Context: an optimization exercise on an open-source flow, tuned for small area, a short achievable clock period and few clock cycles. The choices shown serve that exercise and are no tape-out recipe.
Function was checked by simulation only, so behaviour that the tests miss may differ from the original.
The flow treats the clock pin as an ideal source, which a real chip does not have.
Power and IR drop assume default switching activity.

## flow/design.v (module list and top-level ports; edited modules follow where they fit)
// module macci: 892 lines
module macci(input  wire  clk,
             input  wire  clk_en,
             input  wire  reset,
             input  wire  [7:0]  n,
             input  wire  start,
             output reg   done,
             input  wire  [31:0] dataa,
             input  wire  [31:0] datab,
             output wire  [31:0] result);
  // ...
==> flow/flow/run.sh <==
#!/bin/bash
# The standard layout (standard.sh: the standard flow's synthesis and ORFS's steps, same
# constraints), with these changes to how it is made:
#  - after the standard synthesis, flow/polarity.py removes the inverters that
#    synthesis leaves around full adders (same function, same flip-flops) and
#    the netlist is read in again;
#  - the timing repair steps aim for MARGIN ns of setup slack beyond the
#    constraints instead of 0, so they size the logic for a shorter period;
#  - the port buffers are sky130_fd_sc_hd__buf_1 (every port still gets one);
#  - CTS adds no dummy loads;
#  - after CTS, flow/skew.tcl delays the clock of the internal registers
#    between the multiplier stage and the accumulator stage (ps, pc, dq) by a
#    few clock buffers, moving slack from the second stage to the first.  No
#    register that an input port feeds or that feeds an output port is moved.
# Logs: log_*.log here, and each ORFS step's own log under orfs/logs/.
set -euo pipefail
cd "$(dirname "$0")/.."
MARGIN=7.3
R=orfs/results/$FLOW_PLATFORM/macci/base
KNOBS=("SETUP_SLACK_MARGIN=$MARGIN"
       "BUFFER_PORTS_ARGS=-buffer_cell sky130_fd_sc_hd__buf_1"
       "CTS_ARGS=-sink_clustering_enable -repair_clock_nets -dont_use_dummy_load")
bash standard.sh synth > log_synth.log 2>&1
python3 flow/polarity.py $R/1_2_yosys.v $R/1_2_yosys.pol.v > log_polarity.log 2>&1
cp $R/1_2_yosys.v $R/1_2_yosys.std.v
mv $R/1_2_yosys.pol.v $R/1_2_yosys.v
rm -f $R/1_synth.odb $R/1_synth.sdc
bash standard.sh "${KNOBS[@]}" cts > log_cts.log 2>&1
cp $R/4_cts.odb $R/4_cts.noskew.odb
SKEW_IN=$R/4_cts.noskew.odb SKEW_OUT=$R/4_cts.odb \
  SKEW_BUFS="sky130_fd_sc_hd__clkbuf_1 sky130_fd_sc_hd__clkbuf_1 sky130_fd_sc_hd__clkbuf_2 sky130_fd_sc_hd__clkbuf_8" \
  SKEW_REGS='^(ps|pc|dq)[^a-z]' openroad -exit -no_init flow/skew.tcl > log_skew.log 2>&1
bash standard.sh "${KNOBS[@]}" finish > log_layout.log 2>&1
==> flow/flow/polarity.py <==
#!/usr/bin/env python3
"""Inverter clean-up for a mapped sky130 netlist (Yosys write_verilog output).

Full adders are self-dual: FA(~a,~b,~c) = (~sum, ~cout); nand2 on
complemented inputs is the complement of nor2, a21oi of o21ai, and so on.
Synthesis leaves many inverters on full-adder pins; this script removes every
inverter that does not drive a port, then picks for each such cell whether to
build it (as itself or its dual) on complemented signals, and for each
xor2/xnor2 its output polarity (swapping xor2 <-> xnor2), to minimise the
area of the inverters still needed plus the area the swaps add, and adds one
inv_1 per signal that still needs its complement.
The function of the netlist is unchanged; flip-flops are not touched.

usage: polarity.py IN.v OUT.v
"""
import math
import random
import re
import sys

OUTPINS = {"X", "Y", "Q", "Q_N", "SUM", "COUT", "HI", "LO"}
LIB = "sky130_fd_sc_hd__"
ITERS = 1000000
LIBTXT = open("/OpenROAD-flow-scripts/flow/platforms/sky130hd/lib/sky130_fd_sc_hd__tt_025C_1v80.lib").read()

def main(inp, outp):
    src = open(inp).read()
    inst_re = re.compile(r"(?:\(\*[^)]*\*\)\s*)?(" + LIB + r"\w+)\s+(\\\S+\s|[\w$]+)\s*\((.*?)\);", re.S)
    insts = list(inst_re.finditer(src))
    header = src[: insts[0].start()]
    footer = src[insts[-1].end():]
    ports = set()
    m = re.search(r"module\s+\w+\s*\((.*?)\);", src, re.S)
    portnames = [p.strip() for p in m.group(1).split(",")]
    # every bit of an output port is a net whose driver must stay
    outs = set()
    for pm in re.finditer(r"output\s+(\[(\d+):(\d+)\]\s*)?(\w+)\s*;", header):
        if pm.group(1):
            hi, lo = int(pm.group(2)), int(pm.group(3))
            for i in range(min(hi, lo), max(hi, lo) + 1):
                outs.add(f"{pm.group(4)}[{i}]")
        else:
            outs.add(pm.group(4))
    cells = []
    for im in insts:
        typ, name, body = im.group(1), im.group(2).strip(), im.group(3)
        pins = [(p, n.strip()) for p, n in re.findall(r"\.(\w+)\(([^()]*)\)", body)]
        cells.append([typ, name, pins])
    kind = lambda t: t[len(LIB):].rsplit("_", 1)[0]
    driver = {}
    for ci, (typ, name, pins) in enumerate(cells):
        for p, n in pins:
            if p in OUTPINS:
                driver[n] = ci
    removable = set()
    for ci, (typ, name, pins) in enumerate(cells):
        if kind(typ) in ("inv", "clkinv"):
            y = dict(pins)["Y"]
            if y not in outs:
                removable.add(ci)

    def resolve(n):
        b = 0
        while n in driver and driver[n] in removable:
            n = dict(cells[driver[n]][2])["A"]
            b ^= 1
        return n, b

    # cells that can be rebuilt on complemented inputs, giving the complement:
    # kind -> (dual kind, pins that are not complemented)
    DUAL = {"fa": ("fa", ()), "maj3": ("maj3", ()), "buf": ("buf", ()),
            "mux2": ("mux2", ("S",)),
            "nand2": ("nor2", ()), "nor2": ("nand2", ()),
            "nand3": ("nor3", ()), "nor3": ("nand3", ()),
            "nand4": ("nor4", ()), "nor4": ("nand4", ()),
            "and2": ("or2", ()), "or2": ("and2", ()),
            "and3": ("or3", ()), "or3": ("and3", ()),
            "a21oi": ("o21ai", ()), "o21ai": ("a21oi", ()),
            "a22oi": ("o22ai", ()), "o22ai": ("a22oi", ()),
            "a21o": ("o21a", ()), "o21a": ("a21o", ()),
            "a22o": ("o22a", ()), "o22a": ("a22o", ()),
            "a211oi": ("o211ai", ()), "o211ai": ("a211oi", ()),
            "a31oi": ("o31ai", ()), "o31ai": ("a31oi", ()),
            "a32oi": ("o32ai", ()), "o32ai": ("a32oi", ()),
            "a221oi": ("o221ai", ()), "o221ai": ("a221oi", ())}
    area = {m.group(1): float(m.group(2)) for m in re.finditer(
        r'cell \("?' + LIB + r'(\w+)"?\)\s*\{.*?area\s*:\s*([0-9.]+)', LIBTXT, re.S)}
    def dual_type(typ):
        k = kind(typ)
        if k not in DUAL:
            return None
        size = typ.rsplit("_", 1)[1]
        d = f"{DUAL[k][0]}_{size}"
        if d not in area:
            return None
        return LIB + d
    FA = {ci for ci, c in enumerate(cells) if dual_type(c[0]) and kind(c[0]) not in ("buf",)}
    darea = {ci: area[dual_type(cells[ci][0])[len(LIB):]] - area[cells[ci][0][len(LIB):]] for ci in FA}
    fixedpins = {ci: DUAL[kind(cells[ci][0])][1] for ci in FA}
    XO = {ci for ci, c in enumerate(cells) if kind(c[0]) in ("xor2", "xnor2")}
    # consumers: (cell, pin, root, b); xor inputs never need an inverter
    cons = []
    for ci, (typ, name, pins) in enumerate(cells):
        if ci in removable:
            continue
        for p, n in pins:
            if p in OUTPINS:
                continue
            r, b = resolve(n)
            cons.append((ci, p, r, b))
    var = {ci: 0 for ci in FA | XO}
    rootcons = {}
    for k, (ci, p, r, b) in enumerate(cons):
        rootcons.setdefault(r, []).append(k)
    incons = {}
    for k, (ci, p, r, b) in enumerate(cons):
        incons.setdefault(ci, []).append(k)
    drives = {}
    for n, ci in driver.items():
        drives.setdefault(ci, []).append(n)

    def phase(r):
        ci = driver.get(r)
        return var.get(ci, 0) if ci is not None else 0

    def needs(k):
        ci, p, r, b = cons[k]
        if ci in XO:
            return 0
        return b ^ (var[ci] if ci in FA and p not in fixedpins[ci] else 0) ^ phase(r)

    cnt = {r: sum(needs(k) for k in ks) for r, ks in rootcons.items()}
    INV = 3.7536
    cost = INV * sum(1 for v in cnt.values() if v)
    start = cost

    def affected(ci):
        ks = set()
        for n in drives.get(ci, []):
            ks.update(rootcons.get(n, []))
        if ci in FA:
            ks.update(k for k in incons.get(ci, []) if cons[k][1] not in fixedpins[ci])
        return ks

    def flip(ci):
        nonlocal cost
        ks = affected(ci)
        roots = {cons[k][2] for k in ks}
        before = sum(1 for r in roots if cnt[r])
        for k in ks:
            cnt[cons[k][2]] -= needs(k)
        var[ci] ^= 1
        for k in ks:
            cnt[cons[k][2]] += needs(k)
        after = sum(1 for r in roots if cnt[r])
        d = INV * (after - before)
        if ci in darea:
            d += darea[ci] if var[ci] else -darea[ci]
        cost += d
        return d

    rng = random.Random(1)
    order = sorted(var)
    # simulated annealing over the flips, then a greedy pass
    temp = 2.0
    decay = (0.05 / 2.0) ** (1.0 / ITERS)
    for it in range(ITERS):
        ci = order[rng.randrange(len(order))]
        d = flip(ci)
        if d > 0 and rng.random() >= math.exp(-d / (INV * temp)):
            flip(ci)
        temp *= decay
    improved = True
    while improved:
        improved = False
        rng.shuffle(order)
        for ci in order:
            d = flip(ci)
            if d < -1e-9:
                improved = True
            elif d > 1e-9 or rng.random() < 0.5:
                flip(ci)
    ninv = sum(1 for v in cnt.values() if v)
    sys.stderr.write(f"inverters: {len(removable)} removed, {ninv} added; "
                     f"{sum(var[c] for c in FA)} of {len(FA)} cells rebuilt on complemented inputs; "
                     f"area change {cost - INV * len(removable) + 0.0:.1f} um2 (before: {start - INV * len(removable):.1f})\n")

    # rebuild
    invnet = {}
    body = []
    def lit(r, want_inv):
        if not want_inv:
            return r
        if r not in invnet:
            invnet[r] = f"_pol{len(invnet)}_"
        return invnet[r]
    def fmt(n):
        return n + " " if n.startswith("\\") else n
    newdecl = []
    for ci, (typ, name, pins) in enumerate(cells):
        if ci in removable:
            continue
        conn = []
        if ci in XO:
            ins = [(p, n) for p, n in pins if p not in OUTPINS]
            outn = [n for p, n in pins if p in OUTPINS][0]
            x = 1 if kind(typ) == "xnor2" else 0
            for p, n in ins:
                r, b = resolve(n)
                x ^= b ^ phase(r)
                conn.append((p, r))
            x ^= var[ci]
            size = typ.rsplit("_", 1)[1]
            typ = f"{LIB}{'xnor2' if x else 'xor2'}_{size}"
            conn.append(("Y" if x else "X", outn))
        else:
            for p, n in pins:
                if p in OUTPINS:
                    conn.append((p, n))
                else:
                    r, b = resolve(n)
                    inv = b ^ (var[ci] if ci in FA and p not in fixedpins[ci] else 0) ^ phase(r)
                    conn.append((p, lit(r, inv)))
            if ci in FA and var[ci]:
                typ = dual_type(typ)
        body.append(f"  {typ} {fmt(name)} (\n" + ",\n".join(f"    .{p}({fmt(n)})" for p, n in conn) + "\n  );\n")
    for r, y in invnet.items():
        body.append(f"  {LIB}inv_1 {y}inst (\n    .A({fmt(r)}),\n    .Y({y})\n  );\n")
    decl = "".join(f"  wire {y};\n" for y in invnet.values())
    open(outp, "w").write(header + decl + "".join(body) + footer)

if __name__ == "__main__":
    main(sys.argv[1], sys.argv[2])
==> flow/flow/skew.tcl <==
# Delays the clock of the registers between stage 1 and stage 2 (ps, pc, dq):
# for each clock-tree leaf net that drives some of them, a short chain of
# clock buffers is put between that net and those registers' clock pins.
# This is skew between internal register stages only: every path it helps or
# hurts starts and ends at a register of the design.
# env: SKEW_IN, SKEW_OUT (odb), SKEW_BUFS (buffer masters, first to last),
#      SKEW_REGS (regexp of register instance names)
read_db $::env(SKEW_IN)
set db [ord::get_db]
set block [ord::get_db_block]
set bufs $::env(SKEW_BUFS)
set re $::env(SKEW_REGS)
array set groups {}
foreach inst [$block getInsts] {
  if {![regexp $re [$inst getName]]} { continue }
  set ck [$inst findITerm CLK]
  if {$ck == "NULL"} { continue }
  set net [$ck getNet]
  lappend groups([$net getName]) $ck
}
set k 0
foreach netname [lsort [array names groups]] {
  set sinks $groups($netname)
  set sx 0; set sy 0
  foreach ck $sinks {
    set b [[$ck getInst] getBBox]
    set sx [expr {$sx + ([$b xMin] + [$b xMax]) / 2}]
    set sy [expr {$sy + ([$b yMin] + [$b yMax]) / 2}]
  }
  set cx [expr {$sx / [llength $sinks]}]
  set cy [expr {$sy / [llength $sinks]}]
  set drv [$block findNet $netname]
  set i 0
  foreach m $bufs {
    set master [$db findMaster $m]
    set inst [odb::dbInst_create $block $master "skewbuf_${k}_$i"]
    $inst setLocation $cx $cy
    $inst setPlacementStatus PLACED
    set out [odb::dbNet_create $block "skewnet_${k}_$i"]
    $out setSigType CLOCK
    [$inst findITerm A] connect $drv
    [$inst findITerm X] connect $out
    set drv $out
    incr i
  }
  foreach ck $sinks {
    $ck disconnect
    $ck connect $drv
  }
  puts "skew: [llength $sinks] registers on $netname behind $i buffers"
  incr k
}
detailed_placement
check_placement -verbose
write_db $::env(SKEW_OUT)
==> flow/standard.sh <==
#!/bin/bash
# synth_recipe.tcl (not shown) runs the flow's synth.tcl, then flattens the netlist and writes it again
# the make line also repeats each setting of config.mk as NAME=value (left out here)
make -C /OpenROAD-flow-scripts/flow DESIGN_CONFIG=/design/flow/config.mk WORK_HOME=/design/flow/orfs CLKGATE_MAP_FILE= SYNTH_SCRIPT=/design/flow/synth_recipe.tcl "${@:-finish}"
==> flow/config.mk <==
export PLATFORM = sky130hd
export DESIGN_NAME = macci
export DESIGN_NICKNAME = macci
export VERILOG_FILES = /design/flow/design.v
export SDC_FILE = /design/flow/constraint.sdc
export NUM_CORES = 4
export LEC_CHECK = 0
export ABC_AREA = 1
export CAP_MARGIN = 20
export CORE_MARGIN = 2
export CORE_UTILIZATION = 60
export SLEW_MARGIN = 20
==> flow/constraint.sdc <==
create_clock -name core_clock -period 11.0 [get_ports {clk}]
set_input_delay 2.2000 -clock core_clock [delete_from_list [all_inputs] [get_ports {clk}]]
set_output_delay 2.2000 -clock core_clock [all_outputs]
set_load 0.01 [all_outputs]
==> flow_summary.ini, run 1 <==
[status]
outcome = no timing/DRC/antenna violations

[drt]
num_vias = 13994
finalWirelength_microns = 50820
top_layer = met4

[clock_tree]
cts_hold_buffers = 0
htreeDepth = 4

[pwr]
power_density_nw_per_um2 = 301.0
comb_cell_power_w = 0.00393
leakagePower_nw = 8.246
clock_power_share_pct = 12.4

[logic_synthesis]
synth_fp_nets = 2157

[global_route]
grtUsageMet3_pct = 6.075
grt_overflow = 0
met1_usage_pct = 43.40
gr-usage-met2_pct = 56.02

[sta]
finalCritPeriodShare_pct = 31.93
finalSetupViolations = 0

[die]
fp-row-count = 62

[critical_path]
crit_end = pc[31]
cp.depth = 17
crit_path_frequent_cell = nand2_1

[worst_hold_path]
hold_path_startpoint = neg[12]

[placed_design]
dp_slack_ps = 6615
dp.cells = 2170
hpwl_microns = 34720

[flow_run]
drv_cap = 0

[finish]
fillers = 2321
Testbench counts, summed over its fixed seeds: cycles 5,395.
==> inputs of run 2 (changes only) <==
--- a/flow/design.v
+++ b/flow/design.v
@@ -859,30 +859,30 @@
   assign t264s = accg[30] ^ t231c ^ t232s;
   assign t264c = (accg[30] & t231c) | (accg[30] & t232s) | (t231c & t232s);
   assign t265s = accg[31] ^ t232c ^ t233s;
   assign s_nx = {t218c, t217c, t216c, t215c, t214c, t213c, t212c, t211c, t210c, t209c, t208c, t207c, t206c, t205c, t204c, t203c, t202c, t201c, t200c, t199c, t198c, t197c, t196c, t195c, t194c, t193c, t192c, t191c, t190c, t190s, pp0_1, neg[0]};
   assign c_nx = {t219s, t218s, t217s, t216s, t215s, t214s, t213s, t212s, t211s, t210s, t209s, t208s, t207s, t206s, t205s, t204s, t203s, t202s, t201s, t200s, t199s, t198s, t197s, t196s, t195s, t194s, t193s, t192s, t191s, pp1_0, 1'b0, pp0_0};
   assign dsum = {t224c, t223c, t222c, t222s, pp13_1, neg[13], 1'b0, neg[12]} + {t225s, t224s, t223s, pp13_2, 1'b0, pp13_0, 1'b0, 1'b0};
   assign s2 = {t264c, t263c, t262c, t261c, t260c, t259c, t258c, t257c, t256c, t255c, t254c, t253c, t252c, t251c, t250c, t249c, t248c, t247c, t246c, t245c, t244c, t243c, t242c, t241c, t240c, t239c, t238c, t237c, t236c, t235c, t234c, t234s};
   assign c2 = {t265s, t264s, t263s, t262s, t261s, t260s, t259s, t258s, t257s, t256s, t255s, t254s, t253s, t252s, t251s, t250s, t249s, t248s, t247s, t246s, t245s, t244s, t243s, t242s, t241s, t240s, t239s, t238s, t237s, t236s, t235s, accg[0]};
+  always @(posedge clk)
+    arn <= (go & n[0]) ? ~dataa : 32'hffffffff;
   always @(posedge clk or posedge reset)
   begin
     if (reset) begin
-      arn  <= 32'hffffffff;
       clr0 <= 1'b0;
       clr1 <= 1'b0;
       rdp  <= 1'b0;
       done <= 1'b0;
       ps   <= 32'h0;
       pc   <= 32'h0;
       dq   <= 8'h0;
       acc  <= 32'h0;
     end else begin
-      arn <= (go & n[0]) ? ~dataa : 32'hffffffff;
       clr0 <= go & n[1];
       clr1 <= clr0;
       rdp  <= go & n[1] & ~n[0];
       done <= (go & ~(n[1] & ~n[0])) | rdp;
       ps   <= s_nx;
       pc   <= c_nx;
       dq   <= dsum;
       acc  <= s2 + c2;
--- a/flow/flow/run.sh
+++ b/flow/flow/run.sh
@@ -23,11 +23,11 @@
 bash standard.sh synth > log_synth.log 2>&1
 python3 flow/polarity.py $R/1_2_yosys.v $R/1_2_yosys.pol.v > log_polarity.log 2>&1
 cp $R/1_2_yosys.v $R/1_2_yosys.std.v
 mv $R/1_2_yosys.pol.v $R/1_2_yosys.v
 rm -f $R/1_synth.odb $R/1_synth.sdc
 bash standard.sh "${KNOBS[@]}" cts > log_cts.log 2>&1
 cp $R/4_cts.odb $R/4_cts.noskew.odb
 SKEW_IN=$R/4_cts.noskew.odb SKEW_OUT=$R/4_cts.odb \
-  SKEW_BUFS="sky130_fd_sc_hd__clkbuf_1 sky130_fd_sc_hd__clkbuf_1 sky130_fd_sc_hd__clkbuf_2 sky130_fd_sc_hd__clkbuf_8" \
+  SKEW_BUFS="sky130_fd_sc_hd__clkbuf_1 sky130_fd_sc_hd__clkbuf_1 sky130_fd_sc_hd__clkbuf_1 sky130_fd_sc_hd__clkbuf_2 sky130_fd_sc_hd__clkbuf_8" \
   SKEW_REGS='^(ps|pc|dq)[^a-z]' openroad -exit -no_init flow/skew.tcl > log_skew.log 2>&1
 bash standard.sh "${KNOBS[@]}" finish > log_layout.log 2>&1
==> flow/config.mk (replaced) <==
export PLATFORM = sky130hd
export DESIGN_NAME = macci
export DESIGN_NICKNAME = macci
export VERILOG_FILES = /design/flow/design.v
export SDC_FILE = /design/flow/constraint.sdc
export NUM_CORES = 4
export LEC_CHECK = 0
export ABC_AREA = 1
export CAP_MARGIN = 20
export CORE_MARGIN = 2
export CORE_UTILIZATION = 65
export SLEW_MARGIN = 20
==> run 2 against run 1 <==
Still clean on timing, DRC and antenna; first-iteration DRC count shrank 1.2%; via count up 1.4%; clock-buffer cell count stayed put; sequential share of layout area shrank 1.1 points; highest routed layer unchanged.
==> flow_summary.ini, run 2 <==
[status]
outcome = no timing/DRC/antenna violations

[worst_hold_path]
hold_path_startpoint = neg[12]
hold_path_depth = 0
whs_endpoint = dq[0]
hold_path.class = reg2reg

[die]
fp-row-count = 59
fp.dieH_microns = 166.5
die_area_sq_um = 27720
start_util_pct = 66.04
fp.dieW_microns = 166.5
core_sq_um = 25980
pin_count = 109

[sta]
skew_ps = 604.6
relSlewSlack_pct = 52.75
worst_slew_pin_slew_ps = 707.8
finalCritPeriodShare_pct = 31.81
finalSetupViolations = 0
tns_ps = 0
whs_ps = 196.0
finalWorstPathRequiredPeriod_ps = 3500
max_freq_ghz = 0.2857
rsz0062_at_grt = false
hold_viol_final = 0
finalMaxSlewViolations = 0

[critical_path]
worstPathCellList = clkinvlp_4 > nand2_1 > inv_1 > fa_1 > ha_1 > a21oi_1 > o21ai_0 > a21oi_1 > nand3_1 > a21oi_1 > xnor2_1
crit_family = compound AO/OA/AOI/OAI gates
rr_startpoint = clr1
critical_path_buf_inv_count = 2
crit_type = reg2reg
slowest_stage = dfrtp_2
required_ps = 11350
crit_fanout = 13
cp-end-kind = flop
r2r_end = acc[24]
ff2ff_setup_slack_ps = 7500
worstSetupStartpointType = flop
r2r_cells = 11
critPathMaxStageDelay_ps = 560
arrival_ps = 3850
cp.depth = 11
crit_path_frequent_cell = a21oi_1

[pwr]
power_density_nw_per_um2 = 313.3
switching_share_pct = 50.05
p_int_w = 0.002962
power_frac_comb_pct = 68.2
clock_power_share_pct = 13.2
power_frac_seq_pct = 18.6
leakagePower_nw = 8.252
ir_worst_vdd_mv = 0.3898
p_sw_w = 0.002968

[logic_synthesis]
synth_fp_nets = 2191
yosys_warnings = 1
syn_area_per_cell_sq_um = 9.393
synth_cells = 1827
netlist_area_sq_um = 17160

[finish]
drive_gt1_share_pct = 7.429
final_util_pct = 72.84
final_cell_mix = o22ai_1 (243), xor2_1 (224), nand2_1 (222)
antennaDiodeCount = 0
mostFrequentLayoutCell = o22ai_1
regArea_sq_um = 4310
fillers = 1953
nNetsFinal = 2291
area_growth_pct = 10.30
multi_input_area_sq_um = 11970
final_cells = 2260
reg.largest.list = acc x32, arn x32, ps x32

[placed_design]
dp.cells = 2161
hpwl_microns = 34130
gp_congestion = 0.9502
io_buffers = 102

[global_route]
first_global_vias = 14872
grt_max_degree = 58
grt_pass1_wl_microns = 78710
grt_antenna_before_repair = 0
grt_usage_pct = 36.77
grt_overflow = 0

[clock_tree]
htreeDepth = 4
clock_path_buffers = 2
cts_buffers = 17
clk_pin_slew_worst_paths_ps = 70
cts-root-buf = clkbuf_16
cts_tree = yes
clk_latency_ps = 1020
cts_sinks = 186

[drt]
drt_pre_antenna_iters = 6
finalWirelength_microns = 49360
vias_per_cell = 6.279
drt_iter0_drc = 1470
antenna_left = 0
num_vias = 14190
wire_per_inst_microns = 21.84
drcViolationCount = 0

[flow_run]
drv_cap = 0
[run 2: layer usage]
layer | part of all wire [%] | global-route usage (%) | wire [microns]
met1 | 36 | 45.70 | 17900
met2 | 46 | 59.07 | 22880
met3 | 9.8 | 7.533 | 4842
met4 | 7.6 | 23.43 | 3727
met5 | 0 | 0 | 0
[run 2: power by group through the flow]
stage	clock, W	sequential [W]	combinational (W)
floorplan	0	0.00108	0.00283
global placement	0	0.00110	0.00388
detailed placement	0	0.00111	0.00397
CTS	0.000526	0.00110	0.00402
global route	0.000833	0.00112	0.00455
finish	0.000782	0.00110	0.00405
[run 2: worst max-delay path by stage]
stage	start	to	slack, ps
final	clr1	acc[24]	7500
after global routing	clr1	acc[21]	7350
after CTS	twon[2]	pc[31]	7220
after detailed placement	arn[7]	pc[31]	6640
after global placement	arn[7]	pc[31]	6740
after floorplan	onen[0]	pc[31]	7330
[run 2: metrics by stage]
step | total power (W) | setup slack [ps] | area (sq um)
CTS | 0.005646 | 7221 | 18570
detailed placement | 0.005079 | 6643 | 17630
floorplan | 0.003904 | 7325 | 17180
global route | 0.006507 | 7346 | 18930
global placement | 0.004976 | 6739 | 17630
finish | 0.005930 | 7500 | 18930
[run 2: timing repair]
action                     4_1_cts  5_1_grt
setup endpoints to repair       31        0
gates resized for setup         88        0
setup buffers                   18        0
hold buffers                     0        0
[run 2: cell type report]
cell class / instances / share of cell area, %
Timing Repair Buffer: 152 / 5.182
Timing Repair inverter: 1 / 0.03966
Sequential cell: 186 / 22.77
Buffer: 60 / 1.904
Tap cell: 335 / 2.214
Inverter: 113 / 2.400
Clock buffer: 17 / 2.247
Multi-Input combinational cell: 1396 / 63.24
Testbench counts of run 2, summed over its fixed seeds: cycles 5,395.

## afterwards: timing with drivers on the ports
No port has a modelled driver above. Below, the same layouts with a new extraction and two added sets of constraints. Step 1 (the two cells are an assumption about what drives the block):
set clk [get_ports {clk}]
set_driving_cell -lib_cell sky130_fd_sc_hd__clkbuf_16 $clk
set_driving_cell -lib_cell sky130_fd_sc_hd__buf_2 [delete_from_list [all_inputs] $clk]
Step 2, shift: input delay + t, output delay - t, t = (earliest + latest rising clock arrival at the registers) / 2. This alone moves slack from input paths to output paths. Slacks: ideal ports / drivers / drivers and shift; pairs: ideal ports / drivers.
run	t, ns	setup slack, ns	clock arrival spread, ns	worst data-port slew with drivers (ns)	pins driven straight from the clock port
run 1	0.699	7.487 / 7.487 / 7.459	0.481 / 0.482	0.03	1
run 2	0.761	7.500 / 7.500 / 7.500	0.617 / 0.616	0.03	1
Clock arrivals are far apart in run 1 and run 2, so t is only a midpoint there and step 2 fits no single register. The setup slack of run 1, which loses most, moves by 0.000 ns with the drivers and by -0.028 ns with both steps. The worst setup slack also covers recovery checks on asynchronous resets.
